From an optimization exercise on the open Yosys and OpenROAD flow, aimed at small area; shortcuts taken in it are not production practice. Only simulation tests tie the RTL to the original design; equivalence was not proved. The flow treats the clock pin as an ideal source, which a real chip does not have. Power figures rest on the tool's default switching activity, not on a simulated workload.

// top
module top(
    input          clk     ,
    input          rst_n   ,
    output         trig    ,
    input          echo    ,
    output [3:0]   sel     ,
    output [7:0]   seg     ,
    output [2:0]   led     ,
    input          key     ,
    output [3:0]   sel_1   ,
    output [7:0]   seg_1
    );
==> flow/config.mk <==
export PLATFORM = sky130hd
export DESIGN_NAME = top
export DESIGN_NICKNAME = top
export VERILOG_FILES = /design/flow/design.v
export SDC_FILE = /design/flow/constraint.sdc
export NUM_CORES = 8
export LEC_CHECK = 0
export CAP_MARGIN = 20
export CORE_MARGIN = 2
export CORE_UTILIZATION = 70
export SLEW_MARGIN = 20
==> flow/constraint.sdc <==
create_clock -name core_clock -period 120.0 [get_ports {clk}]
set_input_delay 24.0000 -clock core_clock [delete_from_list [all_inputs] [get_ports {clk}]]
set_output_delay 24.0000 -clock core_clock [all_outputs]
set_load 0.01 [all_outputs]
standard.sh (not shown) runs the stock make flow with config.mk's settings and CLKGATE_MAP_FILE= SYNTH_SCRIPT=/design/flow/synth_recipe.tcl, a recipe that flattens the netlist after the stock synthesis.
==> flow/flow/run.sh <==
#!/bin/bash
set -euo pipefail
W=$PWD
F=$W/flow
R=$W/orfs/results/$FLOW_PLATFORM/top/base
RB=results/$FLOW_PLATFORM/top/base
NS=16

bash standard.sh synth > std_synth.log 2>&1
cp $R/1_2_yosys.v std_1_2_yosys.v

# 2. own synthesis
export MYCTS_TCL=$F/mycts.tcl
EXTRA="CTS_ARGS='-clk_nets clk' PRE_CTS_TCL=$F/mycts_hook.tcl"
EXTRA="$EXTRA BUFFER_PORTS_ARGS='-buffer_cell sky130_fd_sc_hd__buf_1'"
sed "s#SYNTH_SCRIPT=[^ ]*#SYNTH_SCRIPT=$F/my_synth.tcl ADDER_MAP_FILE= SYNTH_OPERATIONS_ARGS=-noshare $EXTRA#" standard.sh > my_standard.sh
bash $F/mksynth.sh $W/synth_mod.tcl
export MY_SYNTH_TCL=$W/synth_mod.tcl
# two batches of 8: one ABC round (area.abc), then two rounds (area2.abc)
for b in 0 1; do
    for j in $(seq 1 8); do
        i=$((b * 8 + j))
        scr=$F/area.abc
        [[ $b == 1 ]] && scr=$F/area2.abc
        sed "s/-S 1\b/-S $j/" $scr > $W/area_$i.abc
        sed "s#WORK_HOME=[^ ]*#WORK_HOME=$W/try$i#" my_standard.sh > try_$i.sh
        (MY_ABC_SCRIPT=$W/area_$i.abc bash try_$i.sh synth > try_$i.log 2>&1 || true) &
    done
    wait
done
best=""
bestarea=""
: > flops_check.log
for i in $(seq 1 $NS); do
    f=$W/try$i/$RB/1_2_yosys.v
    st=$W/try$i/reports/$FLOW_PLATFORM/top/base/synth_stat.txt
    [[ -f $f && -f $st ]] || continue
    python3 $F/flops.py std_1_2_yosys.v $f >> flops_check.log 2>&1 || continue
    a=$(grep "Chip area" $st | awk '{print $NF}')
    echo "try $i: area $a" >> flops_check.log
    if [[ -z $best ]] || python3 -c "import sys; sys.exit(0 if $a < $bestarea else 1)"; then
        best=$i
        bestarea=$a
    fi
done
if [[ -n $best ]]; then
    cp $W/try$best/$RB/1_2_yosys.v $R/1_2_yosys.v
    echo "own synthesis used: try $best, area $bestarea" >> flops_check.log
else
    cp std_1_2_yosys.v $R/1_2_yosys.v
    echo "standard synthesis used" >> flops_check.log
fi
rm -f $R/1_synth.odb $R/1_synth.sdc
touch $R/1_2_yosys.v
bash standard.sh synth > odb_synth.log 2>&1

# 3. the rest of the flow
bash my_standard.sh > my_flow.log 2>&1
Other scripts of this flow, unchanged in this note and not shown: flow/flow/area.abc, flow/flow/area2.abc, flow/flow/flops.py, flow/flow/mksynth.sh, flow/flow/my_synth.tcl, flow/flow/mycts.tcl, flow/flow/mycts_hook.tcl
Edit:
--- a/flow/flow/run.sh
+++ b/flow/flow/run.sh
@@ -6,3 +6,3 @@
 RB=results/$FLOW_PLATFORM/top/base
-NS=16
+NS=24
 
@@ -18,4 +18,5 @@
 export MY_SYNTH_TCL=$W/synth_mod.tcl
-# two batches of 8: one ABC round (area.abc), then two rounds (area2.abc)
-for b in 0 1; do
+# three batches of 8: one ABC round (area.abc), two rounds (area2.abc), and
+# one round after a dc2 pass (area3.abc)
+for b in 0 1 2; do
     for j in $(seq 1 8); do
@@ -24,2 +25,3 @@
         [[ $b == 1 ]] && scr=$F/area2.abc
+        [[ $b == 2 ]] && scr=$F/area3.abc
         sed "s/-S 1\b/-S $j/" $scr > $W/area_$i.abc
==> flow/flow/area3.abc (new file) <==
strash
dc2
&get -n
&deepsyn -T 60 -S 1
&put
dch -f
amap
topo
Effect: Power falls by 5.1%; die area stays flat; cell area went down by 0.34%; routed wire length goes down by 3.1%; combinational power shrinks by about 8%; critical path depth went up by 4; fmax stays flat; register-to-register slack improved by 0.92 ns.
Edit:
--- a/flow/flow/run.sh
+++ b/flow/flow/run.sh
@@ -6,3 +6,3 @@
 RB=results/$FLOW_PLATFORM/top/base
-NS=24
+NS=16
 
@@ -18,5 +18,4 @@
 export MY_SYNTH_TCL=$W/synth_mod.tcl
-# three batches of 8: one ABC round (area.abc), two rounds (area2.abc), and
-# one round after a dc2 pass (area3.abc)
-for b in 0 1 2; do
+# two batches of 8: one ABC round (area.abc), then two rounds (area2.abc)
+for b in 0 1; do
     for j in $(seq 1 8); do
@@ -25,3 +24,2 @@
         [[ $b == 1 ]] && scr=$F/area2.abc
-        [[ $b == 2 ]] && scr=$F/area3.abc
         sed "s/-S 1\b/-S $j/" $scr > $W/area_$i.abc
--- a/flow/config.mk
+++ b/flow/config.mk
@@ -9,3 +9,3 @@
 export CORE_MARGIN = 2
-export CORE_UTILIZATION = 70
+export CORE_UTILIZATION = 40
 export SLEW_MARGIN = 20
removed: flow/flow/area3.abc
After rerunning: Power climbs by 6.3%; maximum frequency drops by 1.6%; register-to-register slack is worse by 0.73 ns; die area climbs by 72%; synthesized cell count drops by 1.3%; wire length climbs by 4.4%; global-route usage drops by 13 points; hold slack is worse by 0.0056 ns; flip-flop and latch count is unchanged.
Edit:
--- a/flow/flow/run.sh
+++ b/flow/flow/run.sh
@@ -56,3 +56,6 @@
 
-# 3. the rest of the flow
-bash my_standard.sh > my_flow.log 2>&1
+# 3. the rest of the flow; the layout's repairs may not use buffers above buf_2
+DU=$(make -C $FLOW_HOME DESIGN_CONFIG=$FLOW_CONFIG WORK_HOME=$W/orfs print-DONT_USE_CELLS 2>/dev/null | sed -n 's/^DONT_USE_CELLS: //p')
+DU="$DU sky130_fd_sc_hd__buf_4 sky130_fd_sc_hd__buf_6 sky130_fd_sc_hd__buf_8 sky130_fd_sc_hd__buf_12 sky130_fd_sc_hd__buf_16"
+sed "s#CTS_ARGS=#DONT_USE_CELLS='$DU' CTS_ARGS=#" my_standard.sh > my_layout.sh
+bash my_layout.sh > my_flow.log 2>&1
--- a/flow/config.mk
+++ b/flow/config.mk
@@ -9,3 +9,3 @@
 export CORE_MARGIN = 2
-export CORE_UTILIZATION = 40
+export CORE_UTILIZATION = 70
 export SLEW_MARGIN = 20
Outcome:
- routed wire length falls by a few percent
- clock power falls by a little under a tenth
- power hardly moves

run a:
Another version of the RTL of top (not shown whole).
Size in the first run: about 1200 cells after synthesis.
export LEC_CHECK = 0
export CAP_MARGIN = 20
export CORE_MARGIN = 2
export CORE_UTILIZATION = 40
export SLEW_MARGIN = 20
create_clock -name core_clock -period 120.0 [get_ports {clk}]
==> flow/flow/run.sh <==
#!/bin/bash
# Own layout flow: the standard flow with three changes.
#  - Synthesis: the same yosys script as the standard flow's, except that the logic is
#    mapped by an area-only ABC script (area.abc), without yosys's adder
#    extraction and without the Kogge-Stone carry map. It runs for several
#    ABC seeds and keeps the smallest netlist whose registers (names and cell
#    types) equal those of the standard synthesis, which runs first; if none
#    does, the standard synthesis is used.
#  - Clock tree: built by hand before the CTS step (mycts.tcl): the clock
#    port drives one clkbuf_4, which drives the fewest clkbuf_8 leaf buffers
#    (k-means clusters of the placed flip-flops) that keep the estimated
#    clock-pin slew within 110 ps.
#  - Port buffers: buf_1.
# Each tool's output goes to a log file in the work folder.
set -euo pipefail
W=$PWD
F=$W/flow
R=$W/orfs/results/$FLOW_PLATFORM/top/base
RB=results/$FLOW_PLATFORM/top/base
NS=6

bash standard.sh synth > std_synth.log 2>&1
cp $R/1_2_yosys.v std_1_2_yosys.v

# 2. own synthesis
export MYCTS_TCL=$F/mycts.tcl
EXTRA="CTS_ARGS='-clk_nets clk' PRE_CTS_TCL=$F/mycts_hook.tcl"
EXTRA="$EXTRA BUFFER_PORTS_ARGS='-buffer_cell sky130_fd_sc_hd__buf_1'"
sed "s#SYNTH_SCRIPT=[^ ]*#SYNTH_SCRIPT=$F/my_synth.tcl ADDER_MAP_FILE= SYNTH_OPERATIONS_ARGS=-noshare $EXTRA#" standard.sh > my_standard.sh
bash $F/mksynth.sh $W/synth_mod.tcl
export MY_SYNTH_TCL=$W/synth_mod.tcl
for i in $(seq 1 $NS); do
    sed "s/-S 1\b/-S $i/" $F/area.abc > $W/area_$i.abc
    sed "s#WORK_HOME=[^ ]*#WORK_HOME=$W/try$i#" my_standard.sh > try_$i.sh
    (MY_ABC_SCRIPT=$W/area_$i.abc bash try_$i.sh synth > try_$i.log 2>&1 || true) &
done
wait
best=""
bestarea=""
: > flops_check.log
for i in $(seq 1 $NS); do
    f=$W/try$i/$RB/1_2_yosys.v
    st=$W/try$i/reports/$FLOW_PLATFORM/top/base/synth_stat.txt
    [[ -f $f && -f $st ]] || continue
    python3 $F/flops.py std_1_2_yosys.v $f >> flops_check.log 2>&1 || continue
    a=$(grep "Chip area" $st | awk '{print $NF}')
    echo "try $i: area $a" >> flops_check.log
    if [[ -z $best ]] || python3 -c "import sys; sys.exit(0 if $a < $bestarea else 1)"; then
        best=$i
        bestarea=$a
    fi
done
if [[ -n $best ]]; then
    cp $W/try$best/$RB/1_2_yosys.v $R/1_2_yosys.v
    echo "own synthesis used: try $best, area $bestarea" >> flops_check.log
else
    cp std_1_2_yosys.v $R/1_2_yosys.v
    echo "standard synthesis used" >> flops_check.log
fi
rm -f $R/1_synth.odb $R/1_synth.sdc
touch $R/1_2_yosys.v
bash standard.sh synth > odb_synth.log 2>&1

# 3. the rest of the flow
bash my_standard.sh > my_flow.log 2>&1
Other scripts of this flow, unchanged in this note and not shown: flow/flow/area.abc, flow/flow/flops.py, flow/flow/mksynth.sh, flow/flow/my_synth.tcl, flow/flow/mycts.tcl, flow/flow/mycts_hook.tcl
Both conditions hold for run a: the flow ran to the end and the final layout passed the timing, DRC and antenna checks.
Modified inputs, run b compared to run a
- CAP_MARGIN: 20 -> 0
- SLEW_MARGIN: 20 -> 0
Findings:
Between run a and run b, the share of power burned in combinational logic figures differ only marginally.
There was hardly any difference in count of hold-fix buffers inserted at cts between run b and run a.
From run b to run a, x dimension of the die did not move at all.
Final estimated routing congestion in global placement: run b vs run a identical
Reported for run a and run b, worst-path maximum fanout turned out identical to the last digit.
Any difference in worst hold slack between run a and run b is small enough to ignore.
Run b and run a ended up with roughly the same cell area.

top with an RTL version that a note above also has.
Size in the first run: ~8500 um2 of cells after synthesis.
## top
module top(
    input          clk     ,
    input          rst_n   ,
    output         trig    ,
    input          echo    ,
    output [3:0]   sel     ,
    output [7:0]   seg     ,
    output [2:0]   led     ,
    input          key     ,
    output [3:0]   sel_1   ,
    output [7:0]   seg_1
    );
==> flow/config.mk <==
export PLATFORM = sky130hd
export DESIGN_NAME = top
export DESIGN_NICKNAME = top
export VERILOG_FILES = /design/flow/design.v
export SDC_FILE = /design/flow/constraint.sdc
export NUM_CORES = 8
export LEC_CHECK = 0
export CAP_MARGIN = 20
export CORE_MARGIN = 2
export CORE_UTILIZATION = 60
export SLEW_MARGIN = 20
==> flow/constraint.sdc <==
create_clock -name core_clock -period 120.0 [get_ports {clk}]
set_input_delay 24.0000 -clock core_clock [delete_from_list [all_inputs] [get_ports {clk}]]
set_output_delay 24.0000 -clock core_clock [all_outputs]
set_load 0.01 [all_outputs]
==> flow/flow/run.sh <==
#!/bin/bash
set -euo pipefail
W=$PWD
F=$W/flow
R=$W/orfs/results/$FLOW_PLATFORM/top/base
RB=results/$FLOW_PLATFORM/top/base
NS=16

bash standard.sh synth > std_synth.log 2>&1
cp $R/1_2_yosys.v std_1_2_yosys.v

# 2. own synthesis
export MYCTS_TCL=$F/mycts.tcl
EXTRA="CTS_ARGS='-clk_nets clk' PRE_CTS_TCL=$F/mycts_hook.tcl"
EXTRA="$EXTRA BUFFER_PORTS_ARGS='-buffer_cell sky130_fd_sc_hd__buf_1'"
sed "s#SYNTH_SCRIPT=[^ ]*#SYNTH_SCRIPT=$F/my_synth.tcl ADDER_MAP_FILE= SYNTH_OPERATIONS_ARGS=-noshare $EXTRA#" standard.sh > my_standard.sh
bash $F/mksynth.sh $W/synth_mod.tcl
export MY_SYNTH_TCL=$W/synth_mod.tcl
# two batches of 8: one ABC round (area.abc), then two rounds (area2.abc)
for b in 0 1; do
    for j in $(seq 1 8); do
        i=$((b * 8 + j))
        scr=$F/area.abc
        [[ $b == 1 ]] && scr=$F/area2.abc
        sed "s/-S 1\b/-S $j/" $scr > $W/area_$i.abc
        sed "s#WORK_HOME=[^ ]*#WORK_HOME=$W/try$i#" my_standard.sh > try_$i.sh
        (MY_ABC_SCRIPT=$W/area_$i.abc bash try_$i.sh synth > try_$i.log 2>&1 || true) &
    done
    wait
done
best=""
bestarea=""
: > flops_check.log
for i in $(seq 1 $NS); do
    f=$W/try$i/$RB/1_2_yosys.v
    st=$W/try$i/reports/$FLOW_PLATFORM/top/base/synth_stat.txt
    [[ -f $f && -f $st ]] || continue
    python3 $F/flops.py std_1_2_yosys.v $f >> flops_check.log 2>&1 || continue
    a=$(grep "Chip area" $st | awk '{print $NF}')
    echo "try $i: area $a" >> flops_check.log
    if [[ -z $best ]] || python3 -c "import sys; sys.exit(0 if $a < $bestarea else 1)"; then
        best=$i
        bestarea=$a
    fi
done
if [[ -n $best ]]; then
    cp $W/try$best/$RB/1_2_yosys.v $R/1_2_yosys.v
    echo "own synthesis used: try $best, area $bestarea" >> flops_check.log
else
    cp std_1_2_yosys.v $R/1_2_yosys.v
    echo "standard synthesis used" >> flops_check.log
fi
rm -f $R/1_synth.odb $R/1_synth.sdc
touch $R/1_2_yosys.v
bash standard.sh synth > odb_synth.log 2>&1

# 3. the rest of the flow
bash my_standard.sh > my_flow.log 2>&1
Other scripts of this flow, unchanged in this note and not shown: flow/flow/area.abc, flow/flow/area2.abc, flow/flow/flops.py, flow/flow/mksynth.sh, flow/flow/my_synth.tcl, flow/flow/mycts.tcl, flow/flow/mycts_hook.tcl
The starting point finished with timing, DRC and antenna clean.
Edit:
--- a/flow/flow/run.sh
+++ b/flow/flow/run.sh
@@ -55,4 +55,5 @@
 bash standard.sh synth > odb_synth.log 2>&1
 
-# 3. the rest of the flow
+# 3. the rest of the flow; the layout's repairs may not use buffers above buf_2
+export DONT_USE_CELLS="sky130_fd_sc_hd__buf_4 sky130_fd_sc_hd__buf_6 sky130_fd_sc_hd__buf_8 sky130_fd_sc_hd__buf_12 sky130_fd_sc_hd__buf_16"
 bash my_standard.sh > my_flow.log 2>&1
--- a/flow/config.mk
+++ b/flow/config.mk
@@ -8,4 +8,4 @@
 export CAP_MARGIN = 20
 export CORE_MARGIN = 2
-export CORE_UTILIZATION = 60
+export CORE_UTILIZATION = 70
 export SLEW_MARGIN = 20
Outcome: Utilization went up by 10 points; cell area falls by 0.71%; sequential power hardly moves.
Edit:
--- a/flow/flow/run.sh
+++ b/flow/flow/run.sh
@@ -55,5 +55,4 @@
 bash standard.sh synth > odb_synth.log 2>&1
 
-# 3. the rest of the flow; the layout's repairs may not use buffers above buf_2
-export DONT_USE_CELLS="sky130_fd_sc_hd__buf_4 sky130_fd_sc_hd__buf_6 sky130_fd_sc_hd__buf_8 sky130_fd_sc_hd__buf_12 sky130_fd_sc_hd__buf_16"
+# 3. the rest of the flow
 bash my_standard.sh > my_flow.log 2>&1
--- a/flow/config.mk
+++ b/flow/config.mk
@@ -8,4 +8,4 @@
 export CAP_MARGIN = 20
 export CORE_MARGIN = 2
-export CORE_UTILIZATION = 70
+export CORE_UTILIZATION = 80
 export SLEW_MARGIN = 20
Outcome: The new run finished with timing, DRC and antenna clean. Setup slack got worse by 570 ps. Clock power hardly moves. Final cell count fell by 1.1%. Synthesized cell count does not change. Sequential share of layout area rose by 0.20 points. Maximum frequency fell by 1.5%. Combinational power stays flat.
Edit:
--- a/flow/config.mk
+++ b/flow/config.mk
@@ -8,4 +8,4 @@
 export CAP_MARGIN = 20
 export CORE_MARGIN = 2
-export CORE_UTILIZATION = 80
+export CORE_UTILIZATION = 75
 export SLEW_MARGIN = 20
Result:
- The new run finished with timing, DRC and antenna clean
- area after synthesis is unchanged
- setup slack gains 360 ps
- core utilization went down by 4.5 points
- total power went up by 0.58%
- register-to-register slack gains 330 ps
- hold slack gains 18 ps

-- afterwards: timing with drivers on the ports --
The flow's constraints put no driver on any port. The routed layouts listed below were extracted and timed again, unchanged, in two steps. Step 1: set_driving_cell puts a clkbuf_16 on clk and a buf_2 on each other input, an assumption about the parent block. Step 2 times the ports against the registers' clock, not the clock port: input delays grow and output delays shrink by t, the midpoint of the rising clock arrivals with the driver on. Three values: no drivers, after step 1, after step 2; two values: the first two.
run | t, ns | slack for setup (ns) | slew at the worst register clock pin (ns)
the first run of note 1 | 0.561 | 83.074 / 83.042 / 83.604 | 0.11 / 0.11
the second run of note 1 | 0.611 | 83.082 / 83.047 / 83.659 | 0.11 / 0.11
the third run of note 1 | 0.670 | 82.500 / 82.465 / 83.135 | 0.11 / 0.11
the fourth run of note 1 | 0.604 | 82.541 / 82.510 / 83.114 | 0.11 / 0.11
run a | 0.619 | 82.660 / 82.624 / 83.243 | 0.10 / 0.10
run b | 0.619 | 82.660 / 82.624 / 83.243 | 0.10 / 0.10
the first run of note 3 | 0.583 | 82.643 / 82.610 / 83.193 | 0.11 / 0.11
the second run of note 3 | 0.561 | 83.074 / 83.042 / 83.604 | 0.11 / 0.11
the third run of note 3 | 0.715 | 82.499 / 82.465 / 83.180 | 0.13 / 0.13
the fourth run of note 3 | 0.613 | 82.855 / 82.819 / 83.432 | 0.11 / 0.11
After both steps setup and hold are still met in every run listed.
